This is an optimization exercise on Yosys and OpenROAD, whose aim is small area and a short achievable clock period, not a production implementation. RTL that was checked went through simulation tests only; none was proved equivalent to the original. No activity file was given, so power comes from the tool's default toggle rates.

Design smul_q31, start of the top module:
module smul_q31 (
    input  logic        clk,
    input  logic        reset,
    input  logic        go,
    input  logic [31:0] left,
    input  logic [31:0] right,
    output logic [31:0] out,
    output logic        done
);
  logic d0, d1;               
  logic zero;                 
  logic [39:0] sa, sb;        
  logic sl;                   
  wire xen = go & ~d1;        
  wire cyc2 = d0 & ~d1;       
  wire hold = ~go | d1;       
  wire kboth = cyc2 | hold;
  assign done = d1;
  wire [16:0] bs = cyc2 ? right[31:15] : {right[15:0], 1'b0};
  wire [31:0] x = left & {32{xen}};
  wire [8:0] qlo = {1'b0, sa[7:0]} + {1'b0, sb[7:0]} + {8'd0, sl};
  wire [47:0] ea, eb;
  assign ea[0] = (cyc2 & sa[8]);
  assign eb[0] = (cyc2 & sb[8]);
  assign ea[1] = (cyc2 & sa[9]);
  assign eb[1] = (cyc2 & sb[9]);
  assign ea[2] = (cyc2 & sa[10]);
  assign eb[2] = (cyc2 & sb[10]);
  assign ea[3] = (cyc2 & sa[11]);
  assign eb[3] = (cyc2 & sb[11]);
  assign ea[4] = (cyc2 & sa[12]);
  assign eb[4] = (cyc2 & sb[12]);
  assign ea[5] = (cyc2 & sa[13]);
  ...
Size in the first run: about 1500 cells after synthesis, ~100 I/O pins, ~16000 sq um of cells after synthesis.
==> flow/config.mk <==
export PLATFORM = sky130hd
export DESIGN_NAME = smul_q31
export DESIGN_NICKNAME = smul_q31
export VERILOG_FILES = /design/flow/design.v
export SDC_FILE = /design/flow/constraint.sdc
export NUM_CORES = 4
export LEC_CHECK = 0
export CAP_MARGIN = 20
export CORE_MARGIN = 2
export CORE_UTILIZATION = 45
export SETUP_SLACK_MARGIN = 2.5
export SLEW_MARGIN = 20
export SYNTH_HIERARCHICAL = 1
export SYNTH_MINIMUM_KEEP_SIZE = 0
==> flow/constraint.sdc <==
create_clock -name core_clock -period 8.0 [get_ports {clk}]
set_input_delay 1.6000 -clock core_clock [delete_from_list [all_inputs] [get_ports {clk}]]
set_output_delay 1.6000 -clock core_clock [all_outputs]
set_load 0.01 [all_outputs]
standard.sh (not shown) runs the stock make flow with config.mk's settings and CLKGATE_MAP_FILE= SYNTH_SCRIPT=/design/flow/synth_recipe.tcl, a recipe that flattens the netlist after the stock synthesis.
==> flow/flow/run.sh <==
#!/bin/bash
# The standard synthesis and layout, with two changes to how the layout
# is made:
#  - after synthesis, the Booth selector gates (a22oi) are set to their
#    smallest drive strength (the placement's repair steps resize them again
#    where timing needs it);
#  - the input and output ports are buffered with buf_2 cells rather than
#    the flow's default choice.
set -euo pipefail
bash standard.sh synth > synth.log 2>&1
R=orfs/results/sky130hd/smul_q31/base
cat > downsize.tcl <<TCL
read_db $R/1_synth.odb
set db [ord::get_db]
set m1 [\$db findMaster sky130_fd_sc_hd__a22oi_1]
set n 0
foreach inst [[ord::get_db_block] getInsts] {
  if {[[\$inst getMaster] getName] eq "sky130_fd_sc_hd__a22oi_2"} {
    \$inst swapMaster \$m1
    incr n
  }
}
puts "downsized \$n a22oi_2 to a22oi_1"
write_db $R/1_synth.odb
TCL
openroad -no_init -exit downsize.tcl > downsize.log 2>&1
export BUFFER_PORTS_ARGS="-buffer_cell sky130_fd_sc_hd__buf_2"
bash standard.sh > layout.log 2>&1
==> next run, changes <==
--- a/flow/config.mk
+++ b/flow/config.mk
@@ -11 +11 @@
-export SETUP_SLACK_MARGIN = 2.5
+export SETUP_SLACK_MARGIN = 3.1
Effect:
- The new run completed with no timing, DRC or antenna violations
- sequential cell count does not change
- routed wire length climbs by 13%
- critical path depth climbs by 1
- area after synthesis stays the same
- hold slack improved by 0.14 ns
- global-route usage climbs by 3.5 points
- non-clock buffer count climbs by 50
- design area climbs by 8.3%
- final cell count climbs by 2.9%
Function was not checked in any run of this note: the RTL went through the layout flow alone.

Setup of run 1:
Starting RTL as in the previous note.
Design smul_q31, start of the top module:
module smul_q31 (
    input  logic        clk,
    input  logic        reset,
    input  logic        go,
    input  logic [31:0] left,
    input  logic [31:0] right,
    output logic [31:0] out,
    output logic        done
);
  logic d0, d1;               
  logic zero;                 
  logic [39:0] sa, sb;        
  logic sl;                   
  wire xen = go & ~d1;        
  wire cyc2 = d0 & ~d1;       
  wire hold = ~go | d1;       
  wire kboth = cyc2 | hold;
  assign done = d1;
  wire [16:0] bs = cyc2 ? right[31:15] : {right[15:0], 1'b0};
  wire [31:0] x = left & {32{xen}};
  wire [8:0] qlo = {1'b0, sa[7:0]} + {1'b0, sb[7:0]} + {8'd0, sl};
  wire [47:0] ea, eb;
  assign ea[0] = (cyc2 & sa[8]);
  assign eb[0] = (cyc2 & sb[8]);
  assign ea[1] = (cyc2 & sa[9]);
  assign eb[1] = (cyc2 & sb[9]);
  assign ea[2] = (cyc2 & sa[10]);
  assign eb[2] = (cyc2 & sb[10]);
  assign ea[3] = (cyc2 & sa[11]);
  assign eb[3] = (cyc2 & sb[11]);
  assign ea[4] = (cyc2 & sa[12]);
  assign eb[4] = (cyc2 & sb[12]);
  assign ea[5] = (cyc2 & sa[13]);
  assign eb[5] = (cyc2 & sb[13]);
  assign ea[6] = (cyc2 & sa[14]);
  assign eb[6] = (cyc2 & sb[14]);
  assign ea[7] = (cyc2 & sa[15]);
  assign eb[7] = (cyc2 & sb[15]);
  assign ea[8] = (cyc2 & sa[16]) | (hold & sa[0]);
  assign eb[8] = (cyc2 & sb[16]) | (hold & sb[0]);
  assign ea[9] = (cyc2 & sa[17]) | (hold & sa[1]);
  assign eb[9] = (cyc2 & sb[17]) | (hold & sb[1]);
  assign ea[10] = (cyc2 & sa[18]) | (hold & sa[2]);
  assign eb[10] = (cyc2 & sb[18]) | (hold & sb[2]);
  assign ea[11] = (cyc2 & sa[19]) | (hold & sa[3]);
  assign eb[11] = (cyc2 & sb[19]) | (hold & sb[3]);
  assign ea[12] = (cyc2 & sa[20]) | (hold & sa[4]);
  assign eb[12] = (cyc2 & sb[20]) | (hold & sb[4]);
  assign ea[13] = (cyc2 & sa[21]) | (hold & sa[5]);
  assign eb[13] = (cyc2 & sb[21]) | (hold & sb[5]);
  assign ea[14] = (cyc2 & sa[22]) | (hold & sa[6]);
  assign eb[14] = (cyc2 & sb[22]) | (hold & sb[6]);
  assign ea[15] = (cyc2 & sa[23]) | (hold & sa[7]);
  assign eb[15] = (cyc2 & sb[23]) | (hold & sb[7]);
  assign ea[16] = (cyc2 & sa[24]) | (hold & sa[8]);
  assign eb[16] = (cyc2 & sb[24]) | (hold & sb[8]);
  assign ea[17] = (cyc2 & sa[25]) | (hold & sa[9]);
  assign eb[17] = (cyc2 & sb[25]) | (hold & sb[9]);
  ...
export LEC_CHECK = 0
export CAP_MARGIN = 20
export CORE_MARGIN = 2
export CORE_UTILIZATION = 45
export SETUP_SLACK_MARGIN = 2.8
export SLEW_MARGIN = 20
export SYNTH_HIERARCHICAL = 1
export SYNTH_MINIMUM_KEEP_SIZE = 0
create_clock -name core_clock -period 8.0 [get_ports {clk}]
Scripts as last shown in full above: flow/flow/run.sh
Run 1 was carried through to the last stage, and its layout satisfied the timing, DRC and antenna checks.
Modified inputs, run 2 compared to run 1
- swapping 45 for 60 in CORE_UTILIZATION
Results
Per the comparison of run 2 with run 1, routed length per instance increased about 2%, count of inserted antenna diode cells decreased 1, share of the clock period used by the worst path after layout decreased 0.28 points, number of global-route vias before repair increased 1.3%, slew at the pin with the worst max-slew slack decreased 6.9 ps. Row wire length reported by the detailed router: run 2 lower / run 1 higher. In the final design statistics, run 2 uses fewer standard cells in total than run 1. Taking run 1 as the reference point, the via count of run 2 rises by 210. Power of run 2 falls short of that of run 1 slightly.
No functional check of the RTL was part of any run of this note.

smul_q31, a different RTL version from the one above (not shown whole).
Size: about 100 I/O pins, ~0.016 mm² of cells after synthesis.
Settings: LEC_CHECK=0, CAP_MARGIN=20, CORE_MARGIN=2, CORE_UTILIZATION=65, PLACE_DENSITY=0.82, SETUP_SLACK_MARGIN=2.8, SLEW_MARGIN=20, SYNTH_HIERARCHICAL=1, SYNTH_MINIMUM_KEEP_SIZE=0; clock period 8.0 ns.
Scripts as last shown in full above: flow/flow/run.sh
Change:
- CORE_UTILIZATION: 65 -> 60
- PLACE_DENSITY: 0.82 -> 0.75
Design area decreases by 1.2%. Sequential share of layout area increases by 0.11 points. Via count decreases by 3.2%. Die area increases by 8.1%.
Change:
- SETUP_SLACK_MARGIN: 2.8 -> 2.7
Effect: The changed run ran to the end with no violations. Worst hold slack improved by 0.043 ns. Clock power went up by about 4%. Routed wire length went down by 1.8%. Utilization went down by 1.1 points.

smul_q31, a different RTL version from the one above (not shown whole).
Size: ~1500 cells after synthesis, ~88 flip-flops, ~0.017 mm^2 of cells after synthesis.
Design smul_q31, start of the top module:
module smul_q31 (
    input  logic        clk,
    input  logic        reset,
    input  logic        go,
    input  logic [31:0] left,
    input  logic [31:0] right,
    output logic [31:0] out,
    output logic        done
);
clock: 8.0 ns
lec_check: 0
cap_margin: 20
core_margin: 2
core_utilization: 45
setup_slack_margin: 3.0
slew_margin: 20
synth_hierarchical: 1
synth_minimum_keep_size: 0
run.sh (not shown) runs the stock make flow with config.mk's settings and CLKGATE_MAP_FILE= SYNTH_SCRIPT=/design/flow/synth_recipe.tcl, a recipe that flattens the netlist after the stock synthesis.
Stock flow here: none of the scripts above is used.
Rerun with:
Settings changed: SETUP_SLACK_MARGIN 3.0 to 2.0.
Flip-flop and latch count stays the same. First-iteration DRC count increases by 5.5%. Worst hold slack gets worse by 0.033 ns. Worst setup slack is worse by 0.58 ns. Power goes down by about 7%.
Rerun with:
==> flow/flow/run.sh (new file) <==
#!/bin/bash
# The standard synthesis and layout, with two changes to how the layout
# is made:
#  - after synthesis, the Booth selector gates (a22oi) are set to their
#    smallest drive strength (the placement's repair steps resize them again
#    where timing needs it);
#  - the input and output ports are buffered with buf_2 cells rather than
#    the flow's default choice;
#  - after global routing, gates off the critical paths are downsized
#    (ORFS's RECOVER_POWER step).
set -euo pipefail
bash standard.sh synth > synth.log 2>&1
R=orfs/results/sky130hd/smul_q31/base
cat > downsize.tcl <<TCL
read_db $R/1_synth.odb
set db [ord::get_db]
set m1 [\$db findMaster sky130_fd_sc_hd__a22oi_1]
set n 0
foreach inst [[ord::get_db_block] getInsts] {
  if {[[\$inst getMaster] getName] eq "sky130_fd_sc_hd__a22oi_2"} {
    \$inst swapMaster \$m1
    incr n
  }
}
puts "downsized \$n a22oi_2 to a22oi_1"
write_db $R/1_synth.odb
TCL
openroad -no_init -exit downsize.tcl > downsize.log 2>&1
export BUFFER_PORTS_ARGS="-buffer_cell sky130_fd_sc_hd__buf_2"
export RECOVER_POWER=100
bash standard.sh > layout.log 2>&1
==> flow/standard.sh (new file) <==
#!/bin/bash
# synth_recipe.tcl (not shown) runs the flow's synth.tcl, then flattens the netlist and writes it again
# the make line also repeats each setting of config.mk as NAME=value (left out here)
make -C /OpenROAD-flow-scripts/flow DESIGN_CONFIG=/design/flow/config.mk WORK_HOME=/design/flow/orfs CLKGATE_MAP_FILE= SYNTH_SCRIPT=/design/flow/synth_recipe.tcl "${@:-finish}"
Settings changed: SETUP_SLACK_MARGIN 2.0 to 2.5.
removed: flow/run.sh
Result: Via count increases by a few percent; area after synthesis fell by a little under a tenth; core utilization falls by 0.61 points; worst setup slack is worse by 0.69 ns; critical path depth fell by 1; sequential cell count is unchanged; clock skew stays flat; synthesized cell count is unchanged; maximum frequency fell by roughly a tenth; total power went down by a few percent.

==> port drivers added, routing unchanged <==
No port has a modelled driver above. Below, the same layouts with a new extraction and two added sets of constraints. Step 1, drivers: a clkbuf_16 drives clk and a buf_2 each remaining input, both assumed. Step 2 adds t to the input delays and takes it off the output delays; t is the mean of the earliest and latest rising clock arrival at the registers after step 1. Input paths then give back, and output paths get back, about the clock's delay inside the block. Three values: ideal, step 1, step 2; two values: the first two.
run | t, ns | slack for setup (ns) | worst setup path after step 2 | clock arrival spread, ns | worst register clock-pin slew, ns
the first run of note 1 | 0.400 | 2.635 / 2.643 / 2.243 | input to register | 0.010 / 0.010 | 0.07 / 0.07
the second run of note 1 | 0.401 | 2.954 / 2.968 / 2.567 | input to register | 0.012 / 0.012 | 0.07 / 0.07
run 1 | 0.407 | 2.828 / 2.851 / 2.443 | input to register | 0.008 / 0.007 | 0.07 / 0.07
run 2 | 0.409 | 2.850 / 2.883 / 2.474 | input to register | 0.012 / 0.012 | 0.07 / 0.07
the first run of note 3 | 0.408 | 2.757 / 2.779 / 2.371 | input to register | 0.010 / 0.010 | 0.07 / 0.07
the second run of note 3 | 0.395 | 2.851 / 2.863 / 2.468 | input to register | 0.014 / 0.015 | 0.07 / 0.07
the third run of note 3 | 0.403 | 2.732 / 2.759 / 2.355 | input to register | 0.015 / 0.015 | 0.08 / 0.08
the first run of note 4 | 0.410 | 2.658 / 2.655 / 2.245 | input to register | 0.008 / 0.008 | 0.07 / 0.07
the second run of note 4 | 0.410 | 2.076 / 2.079 / 1.669 | input to register | 0.016 / 0.016 | 0.08 / 0.08
the third run of note 4 | 0.413 | 1.388 / 1.419 / 1.006 | input to register | 0.016 / 0.016 | 0.07 / 0.07
After both steps every run listed still meets setup and hold. For the first run of note 4, which loses most, drivers alone change the setup slack by -0.003 ns; drivers and shift together by -0.413 ns.
